This design comes from an exercise in tuning for small area, a short achievable clock period and few clock cycles on the open sky130 flow, not from production work.
Where RTL was checked, it was by simulation tests only, not by an equivalence proof against the original.
Power figures rest on the tool's default switching activity, not on a simulated workload.

==> inputs of run a <==
## LASER
module LASER (
    input            CLK,
    input            RST,
    input      [3:0] X,
    input      [3:0] Y,
    output reg [3:0] C1X,
    output reg [3:0] C1Y,
    output reg [3:0] C2X,
    output reg [3:0] C2Y,
    output reg       DONE
);
==> flow/config.mk <==
export PLATFORM = sky130hd
export DESIGN_NAME = LASER
export DESIGN_NICKNAME = LASER
export VERILOG_FILES = /design/flow/design.v
export SDC_FILE = /design/flow/constraint.sdc
export NUM_CORES = 4
export LEC_CHECK = 0
export CAP_MARGIN = 20
export CORE_MARGIN = 2
export CORE_UTILIZATION = 40
export SLEW_MARGIN = 20
==> flow/constraint.sdc <==
create_clock -name core_clock -period 11.0 [get_ports {CLK}]
set_input_delay 2.2000 -clock core_clock [delete_from_list [all_inputs] [get_ports {CLK}]]
set_output_delay 2.2000 -clock core_clock [all_outputs]
set_load 0.01 [all_outputs]
standard.sh (not shown) runs the stock make flow with config.mk's settings and CLKGATE_MAP_FILE= SYNTH_SCRIPT=/design/flow/synth_recipe.tcl, a recipe that flattens the netlist after the stock synthesis.
==> flow/flow/run.sh <==
#!/bin/bash
# The standard layout (standard.sh), with one change: the buffer that
# buffer_ports puts on every input and output port is sky130_fd_sc_hd__buf_2.
set -euo pipefail
bash standard.sh BUFFER_PORTS_ARGS="-buffer_cell sky130_fd_sc_hd__buf_2" finish > orfs_make.log 2>&1
==> run b (differences from run a) <==
==> flow/run.sh (new file) <==
#!/bin/bash
# synth_recipe.tcl (not shown) runs the flow's synth.tcl, then flattens the netlist and writes it again
# the make line also repeats each setting of config.mk as NAME=value (left out here)
make -C /OpenROAD-flow-scripts/flow DESIGN_CONFIG=/design/flow/config.mk WORK_HOME=/design/flow/orfs CLKGATE_MAP_FILE= SYNTH_SCRIPT=/design/flow/synth_recipe.tcl finish
removed: flow/flow/run.sh
removed: flow/standard.sh
==> qor summary <==
	run a	run b
Result of the run	finished clean	finished clean
CP arrival	5.76 ns	6.23 ns
Sw Pwr	8.27 mW	8.31 mW
Highest fanout seen on the critical path	33	32
Final min period	5.09 ns	5.55 ns
Final-stage net count	9864	9862
Clk network pwr share	21.5%	22.0%
Clock network latency to the later pin of the worst-skew pair	0.80 ns	0.82 ns
Worst slew margin relative to its limit	29.3%	29.2%
Library cell contributing the largest single delay on the critical path	sky130_fd_sc_hd__buf_4	sky130_fd_sc_hd__a41oi_4
Layout Utilization	44.1%	44.3%
Worst IR drop on VDD	0.150 mV	0.136 mV
Power Dens Cells	227 nW/um^2	229 nW/um^2
Non-clock buffer count in the final layout	58	56
Clk pwr	4.04 mW	4.19 mW
Via count of the first global-routing pass	58400	58700
Post-route worst hold slack	0.324 ns	0.296 ns
Last weighted congestion value of the routability-driven placer	1.00	0.985
Final Non-Filler Cells	10900	10900
Dpl cell area	78900 sq um	79000 sq um
Testbench counts of run a, summed over its fixed seeds: cycles 6,950.
Testbench counts of run b, summed over its fixed seeds: cycles 6,950.

========
==> run R <==
LASER, a different RTL version from the one above (not shown whole).
==> flow/config.mk <==
export PLATFORM = sky130hd
export DESIGN_NAME = LASER
export DESIGN_NICKNAME = LASER
export VERILOG_FILES = /design/flow/design.v
export SDC_FILE = /design/flow/constraint.sdc
export NUM_CORES = 4
export LEC_CHECK = 0
export CAP_MARGIN = 20
export CORE_MARGIN = 2
export CORE_UTILIZATION = 40
export SLEW_MARGIN = 20
==> flow/constraint.sdc <==
create_clock -name core_clock -period 11.0 [get_ports {CLK}]
set_input_delay 2.2000 -clock core_clock [delete_from_list [all_inputs] [get_ports {CLK}]]
set_output_delay 2.2000 -clock core_clock [all_outputs]
set_load 0.01 [all_outputs]
==> flow/flow/run.sh <==
#!/bin/bash
# The standard layout (standard.sh), with one change: the buffer that
# buffer_ports puts on every input and output port is sky130_fd_sc_hd__buf_2.
set -euo pipefail
bash standard.sh BUFFER_PORTS_ARGS="-buffer_cell sky130_fd_sc_hd__buf_2" finish > orfs_make.log 2>&1
==> run H: changes against run R <==
--- a/flow/design.v
+++ b/flow/design.v
@@ -32,22 +32,19 @@
       else if (d <= 5'd2 || d >= 5'd30)    rclass = 3'b110;
       else if (d == 5'd3 || d == 5'd29)    rclass = 3'b101;
       else if (d == 5'd4 || d == 5'd28)    rclass = 3'b100;
       else                                 rclass = 3'b000;
     end
   endfunction
   function [8:0] lohi(input [2:0] c, input [3:0] px, input full);
-    reg [4:0] lo, hi;
+    reg [2:0] wd; reg [4:0] lo, hi;
     begin
-      case (c[1:0])
-        2'd0:    begin lo = {1'b0, px};         hi = {1'b0, px};         end
-        2'd1:    begin lo = {1'b0, px} - 5'd2;  hi = {1'b0, px} + 5'd2;  end
-        2'd2:    begin lo = {1'b0, px} - 5'd3;  hi = {1'b0, px} + 5'd3;  end
-        default: begin lo = {1'b0, px} - 5'd4;  hi = {1'b0, px} + 5'd4;  end
-      endcase
+      wd = (c[1:0] == 2'd0) ? 3'd0 : {1'b0, c[1:0]} + 3'd1;
+      lo = {1'b0, px} - {2'b0, wd};
+      hi = {1'b0, px} + {2'b0, wd};
       lohi[8]   = full | c[2];
       lohi[7:4] = (full | lo[4]) ? 4'd0 : lo[3:0];
       lohi[3:0] = (full | hi[4]) ? 4'd15 : hi[3:0];
     end
   endfunction
   function [15:0] therm(input [2:0] c, input [3:0] px);
     reg w2, w3, w4; integer x;
==> summary of the runs <==
Run R went through all stages and came out clean. Run H ran to the end with no violations. Of run R and run H, run H has the higher maximum frequency (gap about 7%, measured against run H). Against run R, the via count of run H is lower by 9.6%. Between run H and run R, the lower sequential share of layout area is in run R (gap 0.98 points). Against run R, the combinational power of run H is lower by about 10%.
Function was not checked in any run of this note: the RTL went through the layout flow alone.

re-timing with driven ports:
How much do the figures lean on ideal ports? The routed layouts below were timed once more, with nothing changed but the port constraints. Step 1 sets driving cells, clkbuf_16 on the clock port and buf_2 on the other inputs (assumed; they add their load-dependent delay and slew). Step 2 times the ports against the registers' clock, not the clock port: input delays grow and output delays shrink by t, the midpoint of the rising clock arrivals with the driver on. Slacks: ideal / step 1 / step 2; pairs: ideal / step 1.
run	t, ns	setup WS [ns]	cell pins on the clock port's net
run a	0.866	5.915 / 5.915 / 5.915	1
run b	0.861	5.452 / 5.452 / 5.452	1
run R	0.861	6.206 / 6.206 / 6.206	1
run H	0.851	6.555 / 6.555 / 6.555	1
After both steps setup and hold are still met in every run listed.
